Source: an optimization exercise on an open RTL-to-GDS flow (aim: small area). Production flows keep margins and buffers that such runs may drop. Function was checked by simulation only, so behaviour that the tests miss may differ from the original. Power figures rest on the tool's default switching activity, not on a simulated workload.

**flow/design.v**
```verilog
`timescale 1ns / 1ps
module sound(sys_CLK, rst, button, replay, key, high, low, audio, light);
  input         sys_CLK;
  input         rst;
  input  [2:0]  button;
  input         replay;
  input  [6:0]  key;
  input         high, low;
  output        audio;
  output [10:0] light;
  assign light = {replay, button, key};
  reg  [13:0] m;         
  reg  [14:0] w;         
  reg         audiof;
  reg  [4:0]  j;         
  reg  [4:0]  jd;        
  reg         f;         
  reg  [6:0]  len;       
  reg  [5:0]  track_c;   
  reg  [4:0]  last;      
  reg  [254:0] ring;     
  reg  [5:0]  p;         
  reg         clr;       
  assign audio = (|button || |key) ? audiof : 1'b1;
  wire tick4 = (m == 14'd0);
  wire [13:0] m_n = {m[12:0], m[13] ^ m[0] ^ m[1] ^ m[11] ^ (m[12:0] == 13'd0)};
  wire [14:0] w_n = {w[13:0], w[14] ^ w[13] ^ (w[13:0] == 14'd0)};
  localparam [639:0] SONG1_T = 640'h842108421084210842108421084210842108421084210842108421084210842108421084210842108421084210842108421084210842108421084210842010c23180410846218405284631802108c43;
  function [4:0] song1;
    input [6:0] a;
    song1 = SONG1_T[a * 5 +: 5];
  endfunction
  localparam [639:0] SONG2_T = 640'h8c6318c6318c6318c6318c6318c6318c6318c6318c6318c6318c6318c6318c6318c6318c6318c6318d6b5ad6b5ad455a88428c46310af5ad6f7a502318c6318c6318d4a52945296f7bdc4215eb5ac631;
  function [4:0] song2;
    input [6:0] a;
    song2 = SONG2_T[a * 5 +: 5];
  endfunction
  localparam [639:0] SONG3_T = 640'h10842108421084210842108421084210842ad6b5bd055ad6b5bdc4210c6210843084021084210c74a5295a540318c611084215c570042108421084231d2821528210af7bde94a52318c631ad694a5042;
  function [4:0] song3;
    input [6:0] a;
    song3 = SONG3_T[a * 5 +: 5];
  endfunction
  localparam [479:0] TONE_T = 480'h210c40129ba5ef10a6a623ae5e00000cdb299b9af1617bd2f8d2ac0a00004296850bbd2bb68226e742fe690000;
  function [14:0] tone;
    input [4:0] a;
    tone = TONE_T[a * 15 +: 15];
  endfunction
  reg [2:0] kk;
  always @* begin
    case (key)
      7'b0000001: kk = 3'd2;
      7'b0000010: kk = 3'd3;
      7'b0000100: kk = 3'd1;
      7'b0001000: kk = 3'd6;
      7'b0010000: kk = 3'd5;
      7'b0100000: kk = 3'd7;
      7'b1000000: kk = 3'd4;
      default:    kk = 3'd0;
    endcase
  end
  wire [1:0] oc = high ? 2'd1 : low ? 2'd2 : 2'd0;
  wire [4:0] kbd = (kk == 3'd0) ? 5'd0 : {oc, kk};
  wire [6:0] len1 = len + 7'd1;
  wire       s1 = (button == 3'b001);
  wire       s2 = (button == 3'b010);
  wire       s3 = (button == 3'b100);
  wire       rp = ~s1 & ~s2 & ~s3 & replay;
  wire       kb = ~s1 & ~s2 & ~s3 & ~replay;
  reg [6:0] len_n;
  reg [4:0] j_n;
  always @* begin
    if (s1) begin
      len_n = (len > 7'd28) ? 7'd0 : len1;
      j_n = song1(len);
    end else if (s2) begin
      len_n = (len > 7'd62) ? 7'd0 : len1;
      j_n = song2(len);
    end else if (s3) begin
      len_n = (len > 7'd99) ? 7'd0 : len1;
      j_n = song3(len);
    end else if (replay) begin
      len_n = (len > 7'd50) ? 7'd0 : len1;
      j_n = 5'd0;
    end else begin
      len_n = len;
      j_n = kbd;
    end
  end
  wire full = (track_c > 6'd50);
  wire wr = kb & ~full & ((track_c == 6'd0) | (last != j_n));
  wire [4:0] ring_out = ring[254:250];
  wire fetch = f & (p == len1[5:0]);
  always @(posedge sys_CLK) begin
    if (rst) begin
      m <= 14'd16130;
      w <= 15'd2;
      audiof <= 1'b0;
      j <= 5'd0;
      jd <= 5'd0;
      f <= 1'b0;
      len <= 7'd0;
      track_c <= 6'd0;
    end else begin
      m <= m_n;
      if (w == 15'd0 && jd != 5'd0) begin
        w <= tone(jd);
        audiof <= ~audiof;
      end else
        w <= w_n;
      if (tick4) begin
        j <= j_n;
        jd <= j;
        f <= rp & (len_n != 7'd51);
        len <= len_n;
        if (kb & full)
          track_c <= 6'd0;
        else if (wr)
          track_c <= track_c + 6'd1;
      end else if (fetch) begin
        j <= ring_out;
        f <= 1'b0;
      end
    end
  end
  always @(posedge sys_CLK)
    if (tick4 & wr)
      last <= j_n;
  wire [5:0] pn = (p == 6'd51) ? 6'd1 : p + 6'd1;
  wire [4:0] rin = clr ? 5'd0 : (p == track_c) ? last : ring_out;
  always @(posedge sys_CLK) begin
    ring <= {ring[249:0], rin};
    if (rst) begin
      p <= 6'd1;
      clr <= 1'b1;
    end else begin
      p <= pn;
      if (p == 6'd51)
        clr <= 1'b0;
    end
  end
endmodule
```
**flow/flow/run.sh**
```bash
#!/bin/bash
# Own layout flow: the standard layout (standard.sh) with two changes:
#  - synthesis maps the logic with an area-oriented ABC script (abc_area.script
#    here) in place of ORFS's; everything else in synthesis is the standard flow's own
#    (synth_recipe.tcl), so the registers are the standard synthesis's;
#  - clock tree synthesis uses larger sink clusters and no dummy loads
#    (cts_args here);
#  - the input and output ports are buffered with sky130_fd_sc_hd__buf_1.
# Each step's full output goes to a log file in this folder.
set -euo pipefail
W=$(pwd)
rm -rf "$W/scripts_area"
cp -r "$FLOW_HOME/scripts" "$W/scripts_area"
cp "$W/flow/abc_area.script" "$W/scripts_area/abc_area.script"
bash "$W/standard.sh" ABC_AREA=1 SCRIPTS_DIR="$W/scripts_area" synth > "$W/synth.log" 2>&1
export CTS_ARGS="$(cat "$W/flow/cts_args")"
bash "$W/standard.sh" "CTS_ARGS=$CTS_ARGS" \
  "BUFFER_PORTS_ARGS=-buffer_cell sky130_fd_sc_hd__buf_1" > "$W/layout.log" 2>&1
```
**flow/flow/abc_area.script**
```
strash
&get -n
&deepsyn -T 60
&put
dch -f
map -a
mfs2
strash
dch -f
map -a
```
**flow/flow/cts_args**
```
-sink_clustering_enable -repair_clock_nets -dont_use_dummy_load -sink_clustering_size 20 -sink_clustering_max_diameter 60 -buf_list sky130_fd_sc_hd__clkbuf_8
```
**flow/standard.sh**
```bash
#!/bin/bash
# synth_recipe.tcl (not shown) runs the flow's synth.tcl, then flattens the netlist and writes it again
# the make line also repeats each setting of config.mk as NAME=value (left out here)
make -C /OpenROAD-flow-scripts/flow DESIGN_CONFIG=/design/flow/config.mk WORK_HOME=/design/flow/orfs CLKGATE_MAP_FILE= SYNTH_SCRIPT=/design/flow/synth_recipe.tcl "${@:-finish}"
```
**flow/config.mk**
```make
export PLATFORM = sky130hd
export DESIGN_NAME = sound
export DESIGN_NICKNAME = sound
export VERILOG_FILES = /design/flow/design.v
export SDC_FILE = /design/flow/constraint.sdc
export NUM_CORES = 4
export LEC_CHECK = 0
export ABC_AREA = 1
export CAP_MARGIN = 20
export CORE_MARGIN = 2
export CORE_UTILIZATION = 40
export SLEW_MARGIN = 20
```
**flow/constraint.sdc**
```tcl
create_clock -name core_clock -period 10.0 [get_ports {sys_CLK}]
set_input_delay 2.0000 -clock core_clock [delete_from_list [all_inputs] [get_ports {sys_CLK}]]
set_output_delay 2.0000 -clock core_clock [all_outputs]
set_load 0.01 [all_outputs]
```
==> reports/metrics.cfg, run 1 <==
[outcome]
status = no timing/DRC/antenna violations

[grt]
grt_pass1_wl_um = 27100
antenna_found_initial = 1
grtUsageTotal_pct = 13.8
first_global_vias = 5312
grt_use_met3_pct = 2.28
use_met1_pct = 19.9
grt_max_degree = 30
overflow = 0
grt_busiest_layer = met2
met2_usage_pct = 20.5

[hold_path]
hold_depth = 0
holdPathEnd = ring[165]
hp-start = ring[160]
hp-class = flop to flop

[critical_path]
startpoint_type = input pin
startpoint = key[0]
cp_cell_sequence = buf_1, nor3_1, nand3_1, o21ai_0, buf_1
regToRegSetupSlack_ps = 6090
crit_top_cell = buf_1
r2r-start = len[0]
r2r-end = last[3]
cp.arrival_ps = 3090
r2r.worst_path.cells = 13
critPathMaxFanout = 3
critPathMaxStageDelay_ps = 340
slowest_stage = nor3_1
endpoint_kind = output pin
crit_required_ps = 8000
path_class = input pin to output pin

[finish]
final_cell_mix = 316 x dfxtp_1, 103 x clkinv_1, 84 x nor2_1
nets = 917
drive_gt1_share_pct = 3.07
synthToLayoutAreaGrowth_pct = 7.14
final_common_cell = dfxtp_1
antenna_cells = 0

[cts]
cts_tree = built
htree_levels = 1
clkSinkCount = 321
path_clk_slew_ps = 110
clkLatencyLatePin_ps = 520
root_buffer = clkbuf_8
cts_setup_buffers = 0
cts_buffer_depth = 3
holdBufCountCts = 0
cts_resized = 0
cts_inserted_buffers = 20

[floorplanning]
die_h_um = 155
core-area_sq_um = 22600
die_w_um = 155
row_count = 55
die_area_sq_um = 24100
start_util_pct = 40.6
io_pins = 27

[run]
cap_viol_max_count = 0

[sta]
fin_crit_sh_pct = 50.9
hold_viol = 0
fin_skew_ps = 47.6
timing.hold.ws_ps = 329
setup-violations-final = 0
relSlewSlack_pct = 56.9
worstMarginPinSlew_ps = 644
fin_setup_tns_ps = 0
rsz0062_at_grt = false
fin_crit_ps = 5090
max_freq_mhz = 197
slew_violations = 0

[logic_synthesis]
yosysWarnings = 1
synth_edf_count = 5
synth_seq_cells = 321
synth_ff_type = dfxtp_1
synthCells = 843
avgSynthCellArea_sq_um = 10.9
synth_area_sq_um = 9170
syn_nets = 879
async_flop_share_pct = 0
netlist-cell-type-count = 36
yosysSeqAreaShare_pct = 70.6

[route]
dr.pass1.iters = 5
avgViaCountPerCell = 4.84
totalWireLength_um = 16500
drtIter0Drc = 334
antenna_left = 0
wl_per_cell_um = 14.2
drc = 0
num_vias = 5631

[placement]
gp_congestion = 0.911
dp_hpwl_um = 11500
io_buffers = 26

[power]
leakage_nw = 3.67
power.density_nw_per_um2 = 188
ir_drop_uv = 116

## worst max-delay path: cells and delay by family
kind,cells,cell delay [ps]
AO/OA/AOI/OAI,1,280
buffers and inverters,2,350
AND/OR/NAND/NOR,2,460
## Yosys cell counts (all sizes together) (5+ instances only)
cell type	count	area [sq um]
dfxtp	316	6330
clkinv	103	387
nor2	84	315
nand2	76	285
o21ai	47	235
a21oi	43	215
nand3	26	130
ha	21	263
o22ai	20	125
nor3	16	80.1
buf	11	82.6
nand4	9	56.3
a31oi	8	50.1
nor4	8	50.1
xor2	8	70.1
a22oi	7	52.6
edfxtp	5	150
## power by group
group | switching (mW) | total, mW | internal [mW]
Combinational | 0.0249 | 0.0372 | 0.0123
Clock | 0.341 | 0.523 | 0.182
Sequential | 0.00456 | 1.29 | 1.29
## metal layers
metal	vias up	wire length, um
met5	-	0
met4	0	627
met3	45	888
met2	171	6970
met1	2560	8050
li1	2855	-
## through the flow
step	utilization [%]	setup slack (ps)	std cells	power, mW	area (sq um)
final	43.5	4910	1164	1.85	9820
after global routing	43.5	4770	1164	1.93	9820
after CTS	43.5	4880	1164	1.88	9820
after detailed placement	42.3	4800	1144	1.36	9550
after global placement	42.3	4880	1144	1.36	9550
after floorplan	-	5360	843	1.35	9170
## worst max path at each step
stage / to / slack [ps] / cells past startpoint
3_3_place_gp: audio / 4880 / 5
6_report: audio / 4910 / 5
4_1_cts: audio / 4880 / 5
2_1_floorplan: audio / 5360 / 3
5_1_grt: track_c[3] / 4770 / 20
3_5_place_dp: track_c[3] / 4800 / 20
## kinds of logic (layout without fill, tap and decap cells)
| kind of cell | Yosys count | after routing | share of synthesized area (%) |
|---|---|---|---|
| adders and majority gates | 21 | 21 | 2.87 |
| xor gates and xnor gates | 9 | 9 | 0.860 |
| DFF | 321 | 321 | 70.6 |
| buffers and inverters | 114 | 150 | 5.12 |
| AOI/OAI and AO/OA | 155 | 155 | 10.2 |
| and+or+nand+nor | 223 | 223 | 10.3 |
## registers in the layout (all words and copies together), names as in the netlist
signal / cells
audiof: 1
clr: 1
f: 1
j: 5
jd: 5
last: 5
len: 7
m: 14
p: 6
ring: 255
track_c: 6
w: 15
## layout make-up
cell class | instances | area (sq um)
Clock buffer | 20 | 275
Fill cell | 2162 | 12700
Inverter | 103 | 387
Multi-Input combinational cell | 408 | 2220
Sequential cell | 321 | 6480
Tap cell | 285 | 357
Timing Repair Buffer | 27 | 105
==> run 2, diff against run 1 <==
==> flow/flow/cts_args (replaced) <==
-sink_clustering_enable -repair_clock_nets -dont_use_dummy_load -sink_clustering_size 18 -sink_clustering_max_diameter 60 -buf_list sky130_fd_sc_hd__clkbuf_8
==> run 2 against run 1 <==
Synthesized cell count did not move. Final cell count rose by 0.17%. Sequential share of layout area fell by 0.18 points. Critical path depth did not move. Maximum frequency fell by 0.21%. Utilization rose by 0.12 points. Count of clock-buffer cells in the layout rose by 2. Non-clock buffer count did not move. Clock power rose by 4.0%. Critical endpoint unchanged. Largest power group unchanged.
==> reports/metrics.cfg, run 2 <==
[outcome]
status = no timing/DRC/antenna violations

[power]
power.switching_mw = 0.375
leakage_nw = 3.68
internal-power_mw = 1.50
p_seq_share_pct = 68.9
ir_drop_uv = 127
clockPowerShare_pct = 29.1
p_comb_share_pct = 2.0
p_sw_share_pct = 20.0
power.density_nw_per_um2 = 190

[sta]
fin_setup_tns_ps = 0
worstMarginPinSlew_ps = 637
fin_skew_ps = 40.6
fin_crit_ps = 5100
timing.hold.ws_ps = 316
relSlewSlack_pct = 57.4
fin_crit_sh_pct = 51.0
max_freq_mhz = 196
setup-violations-final = 0
rsz0062_at_grt = false
hold_viol = 0
slew_violations = 0

[logic_synthesis]
synthTopCellsByArea = dfxtp_1 69%, clkinv_1 4.2%, nor2_1 3.4%
synth_ff_type = dfxtp_1
synthMuxAreaShare_pct = 0
synth-simple-area-share_pct = 10.3
synth_seq_cells = 321
synth_xor_area_share_pct = 0.860
synth_top_family_by_area = simple AND/OR/NAND/NOR gates
syn_nets = 879
synth_compound_area_share_pct = 10.2
synthAdderAreaFrac_pct = 2.87
async_flop_share_pct = 0
synth_most_common_cell = dfxtp_1
synth_top_cell_area_share_pct = 69.0
synth_area_sq_um = 9170
synth_edf_count = 5
avgSynthCellArea_sq_um = 10.9
yosysWarnings = 1
netlist-cell-type-count = 36
synthCells = 843
yosysSeqAreaShare_pct = 70.6
synth_common_cells = 316 x dfxtp_1, 103 x clkinv_1, 84 x nor2_1
yosysTopAreaCell = dfxtp_1

[critical_path]
startpoint_type = input pin
endpoint_kind = output pin
cp.arrival_ps = 3100
crit_required_ps = 8000
critPathMaxStageDelay_ps = 340
critPathMaxFanout = 3
crit_top_cell = buf_1
slowest_stage = nor3_1
regToRegSetupSlack_ps = 6070
path_class = input pin to output pin
r2r.worst_path.cells = 12
cp_cell_sequence = buf_1, nor3_1, nand3_1, o21ai_0, buf_1

[cts]
root_buffer = clkbuf_8
htree_levels = 1
cts_resized = 0
cts_setup_buffers = 0
holdBufCountCts = 0
clkSinkCount = 321
cts_tree = built
cts_buffer_depth = 3
path_clk_slew_ps = 90
clkLatencyLatePin_ps = 530
cts_inserted_buffers = 22

[floorplanning]
core-area_sq_um = 22600
start_util_pct = 40.6
die_area_sq_um = 24100
io_pins = 27
die_h_um = 155
row_count = 55
die_w_um = 155

[placement]
gp_congestion = 0.911
io_buffers = 26
dp_hpwl_um = 11500

[finish]
synthToLayoutAreaGrowth_pct = 7.44
largest_register_ffs = 255
final_cell_mix = 316 x dfxtp_1, 103 x clkinv_1, 84 x nor2_1
drive_gt1_share_pct = 3.29
nets = 919
largest_register = ring
antenna_cells = 0
final_common_cell = dfxtp_1
reg_top3 = ring (255), w (15), m (14)

[grt]
first_global_vias = 5331
grtUsageTotal_pct = 13.9
antenna_found_initial = 1
grt_max_degree = 30
overflow = 0
grt_pass1_wl_um = 27300

[route]
wl_per_cell_um = 14.3
antenna_left = 0
drtIter0Drc = 326
drc = 0
totalWireLength_um = 16600
dr.pass1.iters = 5
avgViaCountPerCell = 4.87
num_vias = 5673

[hold_path]
hold_depth = 0
hp-class = flop to flop

[run]
cap_viol_max_count = 0

## run 2: critical path: cells and delay by family
family | cells | cell delay, ps
AOI/OAI and AO/OA | 1 | 290
and+or+nand+nor | 2 | 460
buffers and inverters | 2 | 350
## run 2: area by class of cell
type | instances | area (sq um)
fill | 2165 | 12700
sequential | 321 | 6480
multi-input combinational | 408 | 2220
inverter | 103 | 387
tap | 285 | 357
clock buffer | 22 | 303
timing repair buffer | 27 | 105
## run 2: logic make-up (layout without fill, tap and decap cells)
family / after synthesis / count (layout)
flip-flops: 321 / 321
AO/OA/AOI/OAI: 155 / 155
adder cells (fa/ha/maj): 21 / 21
XOR/XNOR: 9 / 9
buffers and inverters: 114 / 152
AND/OR/NAND/NOR: 223 / 223
## run 2: final timing paths
kind         startpoint   endpoint
min           ring[138]  ring[143]
min reg2reg   ring[138]  ring[143]
max              key[0]      audio
max reg2reg      len[3]    last[3]
## run 2: power by group through the flow
| stage | registers [mW] | clock network [mW] | logic, mW |
|---|---|---|---|
| floorplan | 1.32 | 0 | 0.0264 |
| finish | 1.29 | 0.544 | 0.0372 |
| detailed placement | 1.32 | 0 | 0.0373 |
| CTS | 1.29 | 0.574 | 0.0375 |
| global route | 1.29 | 0.623 | 0.0418 |
| global placement | 1.32 | 0 | 0.0368 |
## run 2: routing by layer
| layer | wire (um) | up-vias | global-route usage [%] |
|---|---|---|---|
| li1 | - | 2863 | - |
| met1 | 8220 | 2587 | 20.0 |
| met2 | 6880 | 164 | 20.4 |
| met3 | 851 | 59 | 2.40 |
| met4 | 695 | 0 | 6.51 |
| met5 | 0 | - | 0 |
## run 2: stage by stage
step | power, mW | area [sq um] | cells | setup slack [ps] | util, %
after floorplan | 1.35 | 9170 | 843 | 5360 | -
after global placement | 1.36 | 9550 | 1144 | 4880 | 42.3
after detailed placement | 1.36 | 9550 | 1144 | 4800 | 42.3
after CTS | 1.90 | 9850 | 1166 | 4880 | 43.6
after global routing | 1.96 | 9850 | 1166 | 4790 | 43.6
final | 1.87 | 9850 | 1166 | 4900 | 43.6
==> run 3, diff against run 2 <==
--- a/flow/design.v
+++ b/flow/design.v
@@ -88,3 +88,4 @@
   end
-  wire full = (track_c > 6'd50);
+  wire full = &{track_c[5:4], track_c[1:0]};   
+  wire pwrap = &{p[5:4], p[1:0]};               
   wire wr = kb & ~full & ((track_c == 6'd0) | (last != j_n));
@@ -112,3 +113,3 @@
         jd <= j;
-        f <= rp & (len_n != 7'd51);
+        f <= rp;
         len <= len_n;
@@ -127,3 +128,3 @@
       last <= j_n;
-  wire [5:0] pn = (p == 6'd51) ? 6'd1 : p + 6'd1;
+  wire [5:0] pn = pwrap ? 6'd1 : p + 6'd1;
   wire [4:0] rin = clr ? 5'd0 : (p == track_c) ? last : ring_out;
@@ -136,3 +137,3 @@
       p <= pn;
-      if (p == 6'd51)
+      if (pwrap)
         clr <= 1'b0;
==> flow/flow/abc_area.script (replaced) <==
strash
&get -n
&deepsyn -T 180
&put
dch -f
map -a
mfs2
strash
dch -f
map -a
==> run 3 against run 2 <==
Still clean on timing, DRC and antenna. Synthesized cell count fell by 1.8%. Critical path depth rose by 2. Synthesized area fell by 0.31%. Final cell count fell by 1.2%. Clock power barely moved. Utilization barely moved. Global-route usage fell by 0.51 points. Non-clock buffer count rose by 1. Sequential power barely moved. Worst hold slack improved by 3.9 ps. Largest cell class unchanged. Largest power group unchanged.
==> reports/metrics.cfg, run 3 <==
[outcome]
status = no timing/DRC/antenna violations

[logic_synthesis]
synth_common_cells = 316 x dfxtp_1, 114 x clkinv_1, 69 x nand2_1
avgSynthCellArea_sq_um = 11.0
yosysTopAreaCell = dfxtp_1
syn_nets = 864
synth_edf_count = 5
synth_top_cell_area_share_pct = 69.2
synthCells = 828
yosysWarnings = 1
synth_ff_type = dfxtp_1
synth_area_sq_um = 9140
synthTopCellsByArea = dfxtp_1 69%, clkinv_1 4.7%, ha_1 2.9%
netlist-cell-type-count = 35
yosysSeqAreaShare_pct = 70.9
synth_most_common_cell = dfxtp_1
synth_seq_cells = 321
async_flop_share_pct = 0

[floorplanning]
io_pins = 27
core-area_sq_um = 22500
start_util_pct = 40.6
die_w_um = 155
row_count = 55
die_h_um = 155
die_area_sq_um = 24100

[finish]
reg_top3 = ring (255), w (15), m (14)
nets = 905
largest_register = ring
largest_register_ffs = 255
drive_gt1_share_pct = 3.34
final_common_cell = dfxtp_1
antenna_cells = 0
synthToLayoutAreaGrowth_pct = 7.54
final_cell_mix = 316 x dfxtp_1, 114 x clkinv_1, 69 x nand2_1

[grt]
grt_pass1_wl_um = 26500
grt_max_degree = 30
first_global_vias = 5262
grtUsageTotal_pct = 13.4
overflow = 0
antenna_found_initial = 0

[sta]
fin_setup_tns_ps = 0
fin_crit_sh_pct = 50.5
fin_skew_ps = 36.4
rsz0062_at_grt = false
hold_viol = 0
slew_violations = 0
setup-violations-final = 0
worstMarginPinSlew_ps = 806
fin_crit_ps = 5050
relSlewSlack_pct = 45.7
layout_setup_ws_ps = 4950
max_freq_mhz = 198

[placement]
gp_congestion = 0.933
dpl_worst_slack_ps = 4830
io_buffers = 26
dp_hpwl_um = 11000

[critical_path]
critPathBufInv = 2
critical_path_depth = 7
endpoint_kind = output pin
cp_cell_sequence = buf_1, nor2_1, nand2_1, nor3_1, nand2_1, o31ai_1, buf_1
startpoint_type = input pin
cp.arrival_ps = 3050
crit_required_ps = 8000
path_class = input pin to output pin
critPathMaxFanout = 4
critPathMaxStageDelay_ps = 210
crit_family = simple AND/OR/NAND/NOR gates
slowest_stage = nor3_1
r2r.worst_path.cells = 18

[route]
dr.pass1.iters = 5
avgViaCountPerCell = 4.77
drc = 0
wl_per_cell_um = 13.9
num_vias = 5496
drtIter0Drc = 363
totalWireLength_um = 16000
antenna_left = 0

[cts]
htree_levels = 1
cts_inserted_buffers = 22
root_buffer = clkbuf_8
cts_resized = 0
clkSinkCount = 321
holdBufCountCts = 0
cts_buffer_depth = 3
cts_setup_buffers = 0
clkLatencyLatePin_ps = 520
cts_tree = built
path_clk_slew_ps = 100

[power]
power.density_nw_per_um2 = 190
ir_drop_uv = 107
leakage_nw = 3.67

[hold_path]
hp-class = flop to flop
hold_depth = 0

[run]
cap_viol_max_count = 0

run 3: cell types whose count changed in the layout (fill, tap and decap cells not counted), moves of 5 or more:
| cell | before | now |
|---|---|---|
| o22ai_1 | 20 | 26 |
| nor3_1 | 16 | 21 |
| o221ai_1 | 2 | 7 |
| clkinv_1 | 103 | 114 |
| nor2_1 | 84 | 68 |
| nand2_1 | 76 | 69 |
| o21ai_0 | 47 | 36 |
run 3: report_power, final:
part	internal (mW)	switching [mW]
clock network	0.198	0.345
registers	1.29	0.00434
logic	0.0121	0.0222
run 3: per-stage QoR:
stage	area, sq um	hold WS, ps	std cells	utilization [%]	power [mW]
after floorplan	9140	310	828	-	1.34
after global placement	9530	310	1130	42.3	1.35
after detailed placement	9530	312	1130	42.3	1.35
after CTS	9830	319	1152	43.7	1.90
after global routing	9830	335	1152	43.7	1.94
final	9830	319	1152	43.7	1.87
run 3: layout make-up:
class / count / area (sq um)
timing repair buffer: 28 / 113
sequential: 321 / 6480
fill: 2138 / 12700
multi-input combinational: 382 / 2150
clock buffer: 22 / 303
tap: 285 / 357
inverter: 114 / 428
run 3: logic make-up (layout without fill, tap and decap cells):
family	Yosys count	after routing	share of synthesized area (%)
flops	321	321	70.9
buf+inv	125	164	5.59
simple gates	199	199	9.32
compound gates	152	152	10.4
xor+xnor	10	10	0.958
fa+ha+maj	21	21	2.88
run 3: per-layer routing:
layer | wire length (um) | GRT usage (%) | share of wire, %
met2 | 6780 | 20.2 | 42
met1 | 8040 | 19.6 | 50
met3 | 803 | 2.62 | 5.0
met4 | 351 | 4.01 | 2.2
met5 | 0 | 0 | 0
run 3: path summary, 6_finish.rpt:
check | from | endpoint | slack [ps]
setup / recovery | key[0] | audio | 4950
setup reg to reg | len[2] | track_c[5] | 6010
hold reg to reg | ring[54] | ring[59] | 320
hold / removal | ring[54] | ring[59] | 320
run 3: worst reg2reg max path, cell delays in order, from the launching register on:
cell and delay (ps):
dfxtp_1 640, clkinv_1 500, ha_1 410, nor2_1 310, a21oi_1 70, o21ai_0 150
a22oi_1 100, nor3_1 320, o31ai_1 140, nand3_1 180, xor2_1 80, nand4_1 120
nand2_1 100, nand2_1 120, clkinv_1 100, nor2_1 150, nand2_1 100, nor3b_1 220
nor3_1 70
==> run 4, diff against run 3 <==
==> flow/flow/cts_args (replaced) <==
-sink_clustering_enable -repair_clock_nets -dont_use_dummy_load -sink_clustering_size 34 -sink_clustering_max_diameter 70 -buf_list sky130_fd_sc_hd__clkbuf_16
==> run 4 against run 3 <==
Clock skew rose by 20 ps. Die area rose by 0.37%. Critical path type is now input pin to flop. Sequential power barely moved.
==> reports/metrics.cfg, run 4 <==
[finish]
drive_gt1_share_pct = 2.18
largest_register = ring
final_common_cell = dfxtp_1
largest_register_ffs = 255
final_cell_mix = 316 x dfxtp_1, 118 x clkinv_1, 72 x nor2_1
antenna_cells = 0
nets = 908
reg_top3 = ring (255), w (15), m (14)
fill_cells = 2125
instances_no_fill = 1155
synthToLayoutAreaGrowth_pct = 7.95

[floorplanning]
start_util_pct = 40.6
die_w_um = 155
io_pins = 27
die_area_sq_um = 24200
row_count = 55
die_h_um = 155
core-area_sq_um = 22600

[grt]
overflow = 0
antenna_found_initial = 0
grt_busiest_layer = met2
use_met1_pct = 19.6
grt_use_met3_pct = 2.26
met2_usage_pct = 19.9
grtUsageTotal_pct = 13.3
grt_max_degree = 35
first_global_vias = 5267
grt_pass1_wl_um = 26400

[logic_synthesis]
synth_ff_type = dfxtp_1
synth_top_cell_area_share_pct = 69.0
async_flop_share_pct = 0
synth_common_cells = 316 x dfxtp_1, 118 x clkinv_1, 72 x nor2_1
synth_seq_cells = 321
synthTopCellsByArea = dfxtp_1 69%, clkinv_1 4.8%, nor2_1 2.9%
synth_edf_count = 5
syn_nets = 876
yosysSeqAreaShare_pct = 70.6
yosysWarnings = 1
synthCells = 840
netlist-cell-type-count = 33
yosysTopAreaCell = dfxtp_1
avgSynthCellArea_sq_um = 10.9
synth_most_common_cell = dfxtp_1
synth_area_sq_um = 9170

[hold_path]
hp-class = flop to flop

[power]
p_total_mw = 1.93
ir_drop_uv = 156
internal-power_mw = 1.55
p_comb_share_pct = 1.8
power.switching_mw = 0.372
p_sw_share_pct = 19.3
clockPowerShare_pct = 31.1
p_seq_share_pct = 67.1
leakage_nw = 3.67
power.density_nw_per_um2 = 194

[critical_path]
critPathMaxFanout = 6
endpoint_kind = flop
crit_required_ps = 10400
path_class = input pin to flop
cp.arrival_ps = 5690
startpoint_type = input pin

[cts]
path_clk_slew_ps = 120
cts_inserted_buffers = 14
cts_resized = 0
holdBufCountCts = 0
cts_buffer_depth = 3
htree_levels = 1
clkLatencyLatePin_ps = 500
root_buffer = clkbuf_16
cts_tree = built
cts_setup_buffers = 0
clkSinkCount = 321

[route]
wl_per_cell_um = 13.7
totalWireLength_um = 15800
num_vias = 5583
drc = 0
dr.pass1.iters = 6
drtIter0Drc = 513
avgViaCountPerCell = 4.83
antenna_left = 0

[placement]
gp_congestion = 0.931
dp_hpwl_um = 10800
dpl_worst_slack_ps = 4230
dp_cells = 1141
io_buffers = 26

[sta]
relSlewSlack_pct = 47.2
hold_viol = 0
fin_crit_sh_pct = 52.8
setup-violations-final = 0
layout_setup_ws_ps = 4720
fin_crit_ps = 5280
rsz0062_at_grt = false
max_freq_mhz = 189
fin_skew_ps = 56.0
worstMarginPinSlew_ps = 789
fin_setup_tns_ps = 0
slew_violations = 0

[outcome]
status = no timing/DRC/antenna violations

[run]
cap_viol_max_count = 0

-- run 4: cell count changes in the layout (fill, tap and decap cells not counted), moves of 5 or more --
cell / delta
a21oi_1: +7
clkbuf_16: +14
o22ai_1: -5
clkbuf_8: -22
-- run 4: layer usage --
metal	wire, um	vias up
met5	0	-
met3	763	30
li1	-	2834
met4	355	0
met1	8090	2574
met2	6610	145
-- run 4: cells by family after synthesis --
family	count (synthesis)	share of synthesized area, %
DFF	321	70.6
and+or+nand+nor	204	9.52
AOI/OAI and AO/OA	154	10.2
buffers and inverters	129	5.73
adders and majority gates	21	2.86
xor gates and xnor gates	11	1.05
-- run 4: through the flow --
step	util, %	hold WS, ps	area (sq um)
final	43.9	286	9900
after global routing	43.9	294	9900
after CTS	43.9	287	9900
after detailed placement	42.3	312	9550
after global placement	42.3	310	9550
after floorplan	-	310	9170
-- run 4: area by class of cell --
cell class	instances	area, sq um	area share (%)
clock buffers	14	350	3.54
inverters	118	443	4.47
multi-input cells	390	2170	21.9
flip-flops and latches	321	6480	65.4
well taps	285	357	3.60
repair buffers	27	105	1.06
-- run 4: worst paths after layout --
path | from | end | slack [ps] | cells past startpoint
max | button[1] | track_c[5] | 4720 | 25
min | ring[59] | ring[64] | 290 | 0
max reg2reg | len[3] | track_c[5] | 5820 | 21
min reg2reg | ring[59] | ring[64] | 290 | 0
-- run 4: power groups by stage --
| stage | combinational (mW) | clock (mW) | sequential, mW |
|---|---|---|---|
| 2_1_floorplan | 0.0251 | 0 | 1.32 |
| 3_3_place_gp | 0.0342 | 0 | 1.32 |
| 3_5_place_dp | 0.0348 | 0 | 1.32 |
| 4_1_cts | 0.0351 | 0.625 | 1.29 |
| 5_1_grt | 0.0399 | 0.669 | 1.29 |
| 6_report | 0.0349 | 0.598 | 1.29 |
-- run 4: critical path, stage by stage --
cell and delay, ps:
buf_1 190, nor2_1 80, clkinv_1 70, nor2_1 70
clkinv_1 100, nand2_1 90, nor2_1 130, clkinv_1 120
nor3_1 160, clkinv_1 110, a2111oi_0 580, nor2_1 70
o21ai_0 160, nand3b_1 140, o221ai_1 190, xor2_1 190
nand2_1 60, o21ai_0 240, clkinv_1 150, nor2_1 200
clkinv_1 160, nand2_1 80, nor2_1 60, and3_2 170
nor3_1 120
==> run 5, diff against run 4 <==
--- a/flow/flow/run.sh
+++ b/flow/flow/run.sh
@@ -3,4 +3,5 @@
 #  - synthesis maps the logic with an area-oriented ABC script (abc_area.script
-#    here) in place of ORFS's; everything else in synthesis is the standard flow's own
-#    (synth_recipe.tcl), so the registers are the standard synthesis's;
+#    here) in place of ORFS's, and leaves adders to ABC (no half/full adder
+#    cells); everything else in synthesis is the standard flow's own (synth_recipe.tcl),
+#    so the registers are the standard synthesis's;
 #  - clock tree synthesis uses larger sink clusters and no dummy loads
@@ -14,3 +15,3 @@
 cp "$W/flow/abc_area.script" "$W/scripts_area/abc_area.script"
-bash "$W/standard.sh" ABC_AREA=1 SCRIPTS_DIR="$W/scripts_area" synth > "$W/synth.log" 2>&1
+bash "$W/standard.sh" ABC_AREA=1 SCRIPTS_DIR="$W/scripts_area" ADDER_MAP_FILE= synth > "$W/synth.log" 2>&1
 export CTS_ARGS="$(cat "$W/flow/cts_args")"
==> flow/flow/abc_area.script (replaced) <==
strash
&get -n
&deepsyn -T 60
&put
dch -f
map -a
mfs2
strash
dch -f
map -a
==> flow/flow/cts_args (replaced) <==
-sink_clustering_enable -repair_clock_nets -dont_use_dummy_load -sink_clustering_size 18 -sink_clustering_max_diameter 60 -buf_list sky130_fd_sc_hd__clkbuf_8
==> run 5 against run 4 <==
Critical endpoint is now audio. Clock power fell by 7.4%. Via count down 2.3%. Final cell count down 3.0%. Sequential power is essentially flat. Synthesized cell count down 4.6%. First-iteration DRC count decreased by 45%. Maximum frequency is 4.3% higher. Sequential cell count is the same. Wire length is 3.2% lower. Non-clock buffer count is the same.
==> reports/metrics.cfg, run 5 <==
[outcome]
status = no timing/DRC/antenna violations

[sta]
fin_crit_sh_pct = 50.7
max_freq_mhz = 197
worstMarginPinSlew_ps = 732
fin_skew_ps = 53.9
relSlewSlack_pct = 50.9
setup-violations-final = 0
fin_crit_ps = 5070
rsz0062_at_grt = false
fin_setup_tns_ps = 0
slew_violations = 0
hold_viol = 0

[logic_synthesis]
yosysSeqAreaShare_pct = 73.7
synth_seq_cells = 321
synth_ff_type = dfxtp_1
synth-simple-area-share_pct = 11.1
synth_edf_count = 5
synth_top_cell_area_share_pct = 72.0
yosysWarnings = 1
synthAdderAreaFrac_pct = 0
synth_most_common_cell = dfxtp_1
synthTopCellsByArea = dfxtp_1 72%, nor2_1 4.4%, clkinv_1 3.8%
syn_nets = 816
async_flop_share_pct = 0
synthMuxAreaShare_pct = 0
synth_top_family_by_area = simple AND/OR/NAND/NOR gates
synth_common_cells = 316 x dfxtp_1, 103 x nor2_1, 88 x clkinv_1
netlist-cell-type-count = 34
synthCells = 801
synth_area_sq_um = 8780
synth_xor_area_share_pct = 0.598
avgSynthCellArea_sq_um = 11.0
synth_compound_area_share_pct = 9.93
yosysTopAreaCell = dfxtp_1

[route]
drtIter0Drc = 282
wl_per_cell_um = 13.7
drc = 0
dr.pass1.iters = 5
avgViaCountPerCell = 4.87
route.met2.wl_um = 6000
wl_met3_um = 1010
totalWireLength_um = 15300
wl_met1_um = 7600
antenna_left = 0
top_layer_used = met4
num_vias = 5454

[cts]
cts_inserted_buffers = 23
root_buffer = clkbuf_8
cts_setup_buffers = 0
clkSinkCount = 321
clkLatencyLatePin_ps = 520
cts_tree = built
cts_resized = 0
holdBufCountCts = 0
path_clk_slew_ps = 100
htree_levels = 1
cts_buffer_depth = 3

[run]
cap_viol_max_count = 0

[finish]
nets = 857
synthToLayoutAreaGrowth_pct = 7.85
instances_no_fill = 1120
final_common_cell = dfxtp_1
largest_register_ffs = 255
largest_register = ring
antenna_cells = 0
final_cell_mix = 316 x dfxtp_1, 103 x nor2_1, 88 x clkinv_1
drive_gt1_share_pct = 3.57
reg_top3 = ring (255), w (15), m (14)
fin_area_sq_um = 9470

[placement]
dp_cells = 1097
place_area_sq_um = 9160
io_buffers = 26
dp_hpwl_um = 10400
gp_congestion = 1.08

[floorplanning]
row_count = 54
die_h_um = 152
die_w_um = 152
io_pins = 27
start_util_pct = 40.5
core-area_sq_um = 21700
die_area_sq_um = 23200

[critical_path]
cp.arrival_ps = 3070
critPathMaxFanout = 4
crit_required_ps = 8000
cp_cell_sequence = buf_1, nor3_1, clkinv_1, o41ai_1, buf_1
regToRegSetupSlack_ps = 5070
critPathMaxStageDelay_ps = 290
endpoint_kind = output pin
crit_family = buffers and inverters
path_class = input pin to output pin
startpoint_type = input pin
slowest_stage = o41ai_1
crit_top_cell = buf_1
critPathBufInv = 3

[grt]
grt_max_degree = 29
overflow = 0
grt_pass1_wl_um = 25200
antenna_found_initial = 0
grtUsageTotal_pct = 13.1
first_global_vias = 5043

[power]
ir_drop_uv = 136
power.density_nw_per_um2 = 203
leakage_nw = 3.49
p_total_mw = 1.92

[hold_path]
hp-class = flop to flop

[run 5: cell count changes after synthesis, sizes merged, moves of 7 or more]
cell / change
a22oi: +7
ha: -21
nand2: -7
nand3: -11
o22ai: -13
clkinv: -30
nor3: +9
xor2: -8
nor2: +31
[run 5: metal layers]
metal | track usage (%) | vias to the layer above
li1 | - | 2722
met3 | 3.19 | 57
met4 | 6.23 | 0
met1 | 19.4 | 2491
met2 | 17.7 | 184
met5 | 0 | -
[run 5: kinds of logic after synthesis]
kind of cell    Yosys count
buf+inv                  99
simple gates            229
xor+xnor                  6
flops                   321
compound gates          146
[run 5: power breakdown]
group	total, mW	leakage (nW)	switching (mW)	internal (mW)
sequential	1.30	2.59	0.00826	1.29
combinational	0.0671	0.733	0.0459	0.0212
clock	0.554	0.165	0.347	0.207
[run 5: final cells by class]
| class | count | area, sq um |
|---|---|---|
| fill | 2049 | 12200 |
| sequential | 321 | 6480 |
| multi-input combinational | 381 | 1900 |
| tap | 280 | 350 |
| inverter | 88 | 330 |
| clock buffer | 23 | 317 |
| timing repair buffer | 27 | 105 |
[run 5: final timing paths]
path                                start         end  cells past startpoint
worst min-delay path            ring[143]   ring[148]                      0
worst min register to register  ring[143]   ring[148]                      0
worst max register to register     len[3]  track_c[4]                     22
worst max-delay path               key[0]       audio                      5
[run 5: stage by stage]
step | worst slack, ps | utilization (%) | hold WS, ps
after floorplan | 5210 | - | 310
after global placement | 4800 | 42.2 | 310
after detailed placement | 4810 | 42.2 | 312
after CTS | 4940 | 43.7 | 261
after global routing | 4740 | 43.7 | 262
final | 4930 | 43.7 | 260
==> run 6, diff against run 5 <==
--- a/flow/flow/run.sh
+++ b/flow/flow/run.sh
@@ -6,3 +6,4 @@
 #    so the registers are the standard synthesis's;
-#  - clock tree synthesis uses larger sink clusters and no dummy loads
+#  - clock tree synthesis uses larger sink clusters, a smaller root buffer
+#    and no dummy loads
 #    (cts_args here);
==> flow/flow/abc_area.script (replaced) <==
strash
&get -n
&deepsyn -T 60
&put
dch -f
map -a
mfs2
strash
dch -f
map -a
mfs2
strash
dch -f
amap
==> flow/flow/cts_args (replaced) <==
-sink_clustering_enable -repair_clock_nets -dont_use_dummy_load -sink_clustering_size 18 -sink_clustering_max_diameter 60 -buf_list sky130_fd_sc_hd__clkbuf_8 -root_buf sky130_fd_sc_hd__clkbuf_4
==> run 6 against run 5 <==
Still clean. Register-to-register slack got worse by 180 ps. Worst hold slack improved by 43 ps. Sequential cell count unchanged. Power decreased by 1.2%. Largest cell class unchanged.
==> reports/metrics.cfg, run 6 <==
[outcome]
status = no timing/DRC/antenna violations

[route]
drtIter0Drc = 419
num_vias = 5470
wl_met1_um = 7460
drc = 0
dr.pass1.iters = 5
antenna_left = 0
wl_met3_um = 1060
avgViaCountPerCell = 5.02
top_layer_used = met4
totalWireLength_um = 15300
route.met2.wl_um = 6430
wl_per_cell_um = 14.1

[sta]
fin_skew_ps = 89.8
rsz0062_at_grt = false
slew_violations = 0
fin_crit_sh_pct = 51.3
worstMarginPinSlew_ps = 767
hold_viol = 0
fin_crit_ps = 5130
fin_setup_tns_ps = 0
max_freq_mhz = 195
layout_setup_ws_ps = 4870
setup-violations-final = 0
relSlewSlack_pct = 47.5

[finish]
nets = 826
largest_register = ring
utilization_pct = 43.6
regArea_sq_um = 6480
reg_top3 = ring (255), w (15), m (14)
final_cell_mix = 316 x dfxtp_1, 118 x nor2_1, 83 x clkinv_1
fill_cells = 2085
largest_register_ffs = 255
multi_input_area_sq_um = 1870
final_common_cell = dfxtp_1
synthToLayoutAreaGrowth_pct = 7.86
drive_gt1_share_pct = 3.09

[logic_synthesis]
synth_most_common_cell = dfxtp_1
syn_nets = 784
synth_seq_cells = 321
synthTopCellsByArea = dfxtp_1 72%, nor2_1 5.1%, clkinv_1 3.6%
synth_ff_type = dfxtp_1
synth_top_cell_area_share_pct = 72.4
synth_area_sq_um = 8740
synth_edf_count = 5
synthCells = 769
yosysWarnings = 1
async_flop_share_pct = 0
netlist-cell-type-count = 41
avgSynthCellArea_sq_um = 11.4
yosysSeqAreaShare_pct = 74.1
synth_common_cells = 316 x dfxtp_1, 118 x nor2_1, 83 x clkinv_1
yosysTopAreaCell = dfxtp_1

[grt]
overflow = 0
grtUsageTotal_pct = 13.6
antenna_found_initial = 1
first_global_vias = 5001
grt_pass1_wl_um = 25300
grt_max_degree = 35

[critical_path]
cp_cell_sequence = buf_1, nor2_1, clkinv_1, a221oi_1, nand2_1, clkinv_1, o21ai_0, a311o_1, o21ai_0, a2111oi_0, a21oi_1, o22ai_1, o41ai_1, nor2b_1, nor3_1, nand2_1, nor2_1, a211oi_1
regToRegSetupSlack_ps = 4890
startpoint_type = input pin
critPathMaxFanout = 6
cp.arrival_ps = 5740
slowest_stage = a221oi_1
path_class = input pin to flop
critPathMaxStageDelay_ps = 680
r2r.worst_path.cells = 22
crit_required_ps = 10610
r2r-start = len[2]
endpoint_kind = flop
critPathBufInv = 3
crit_family = compound AO/OA/AOI/OAI gates
r2r-end = track_c[4]

[floorplanning]
die_w_um = 152
io_pins = 27
core-area_sq_um = 21600
die_area_sq_um = 23000
row_count = 54
start_util_pct = 40.4
die_h_um = 152

[hold_path]
hp-class = flop to flop
hold_depth = 0
holdPathEnd = ring[246]
hp-start = ring[241]

[cts]
cts_inserted_buffers = 24
clkLatencyLatePin_ps = 690
cts_tree = built
root_buffer = clkbuf_4
holdBufCountCts = 0
clkSinkCount = 321
cts_setup_buffers = 0
path_clk_slew_ps = 100
htree_levels = 1
cts_resized = 0
cts_buffer_depth = 3

[placement]
dpl_worst_slack_ps = 4280
io_buffers = 26
dp_hpwl_um = 10400
gp_congestion = 0.953

[power]
leakage_nw = 3.43
ir_drop_uv = 104
power.density_nw_per_um2 = 201

[run]
cap_viol_max_count = 0

-- run 6: cell count changes in the layout (fill, tap and decap cells not counted), moves of 7 or more --
cell      previous run  this run
o21ai_0             43        23
o22ai_1              8        37
a21oi_1             49        12
or2_0                0         7
nor2_1             103       118
nand2_1             61        34
a22oi_1              9         2
a211oi_1             3        11
-- run 6: area by class of cell --
cell class	instances	share of cell area, %
diodes	1	0.0266
clock buffers	24	3.31
inverters	83	3.31
multi-input cells	354	19.8
flip-flops and latches	321	68.7
well taps	280	3.72
repair buffers	27	1.12
-- run 6: power by group --
| part | total (mW) | switching [mW] | leakage, nW | internal (mW) |
|---|---|---|---|---|
| Clock | 0.552 | 0.352 | 0.165 | 0.199 |
| Combinational | 0.0516 | 0.0348 | 0.669 | 0.0168 |
| Sequential | 1.29 | 0.00528 | 2.60 | 1.29 |
-- run 6: cells by family (layout without fill, tap and decap cells) --
family,count (synthesis),after routing,share of synthesized area [%]
buf+inv,94,134,4.51
other cells,0,1,0
simple gates,218,218,10.7
compound gates,136,136,10.6
flops,321,321,74.1
-- run 6: worst max-delay path by stage --
stage | start | to | slack (ps) | cells after the start
final | button[1] | track_c[4] | 4870 | 18
after global routing | len[2] | track_c[4] | 4420 | 22
after CTS | button[1] | track_c[4] | 5020 | 18
after detailed placement | button[1] | track_c[4] | 4280 | 18
after global placement | button[1] | track_c[4] | 4460 | 18
after floorplan | button[1] | track_c[4] | 5020 | 17
-- run 6: through the flow --
stage | cell area (sq um) | hold WS (ps) | total power, mW | std cells
2_1_floorplan | 8740 | 310 | 1.36 | 769
3_3_place_gp | 9110 | 310 | 1.38 | 1065
3_5_place_dp | 9110 | 312 | 1.38 | 1065
4_1_cts | 9420 | 306 | 1.93 | 1089
5_1_grt | 9420 | 307 | 1.98 | 1090
6_report | 9420 | 303 | 1.90 | 1090
-- run 6: per-layer routing --
metal,up-vias,track usage [%]
li1,2688,-
met1,2546,20.1
met2,195,20.0
met3,41,2.46
met4,0,5.09
met5,-,0

[afterwards: timing with drivers on the ports]
In the flow no input, the clock included, has a driving cell. The finished layouts below were timed again as built, in two steps. Step 1, drivers: a clkbuf_16 drives sys_CLK and a buf_2 each remaining input, both assumed. Step 2 moves the port delays by t, midway between the first and last clock arrival at a register: inputs arrive t later, outputs are due t later. That takes back most of the time a late clock gives input paths. a / b / c = ideal / step 1 / step 2; a / b = the first two.
run | t (ns) | setup WS [ns] | hold WS [ns] | slew at the worst register clock pin (ns)
run 1 | 0.539 | 4.912 / 4.893 / 4.732 | 0.329 / 0.329 / 0.329 | 0.12 / 0.12
run 2 | 0.546 | 4.901 / 4.882 / 4.716 | 0.316 / 0.316 / 0.316 | 0.11 / 0.11
run 3 | 0.540 | 4.952 / 4.931 / 4.810 | 0.319 / 0.319 / 0.319 | 0.10 / 0.10
run 4 | 0.516 | 4.717 / 4.741 / 4.225 | 0.286 / 0.286 / 0.286 | 0.12 / 0.12
run 5 | 0.532 | 4.933 / 4.912 / 4.841 | 0.260 / 0.260 / 0.260 | 0.11 / 0.11
run 6 | 0.682 | 4.868 / 4.886 / 4.204 | 0.303 / 0.303 / 0.303 | 0.10 / 0.10
After both steps setup and hold are still met in every run listed. The setup slack of run 6, which loses most, moves by +0.018 ns with the drivers and by -0.664 ns with both steps.
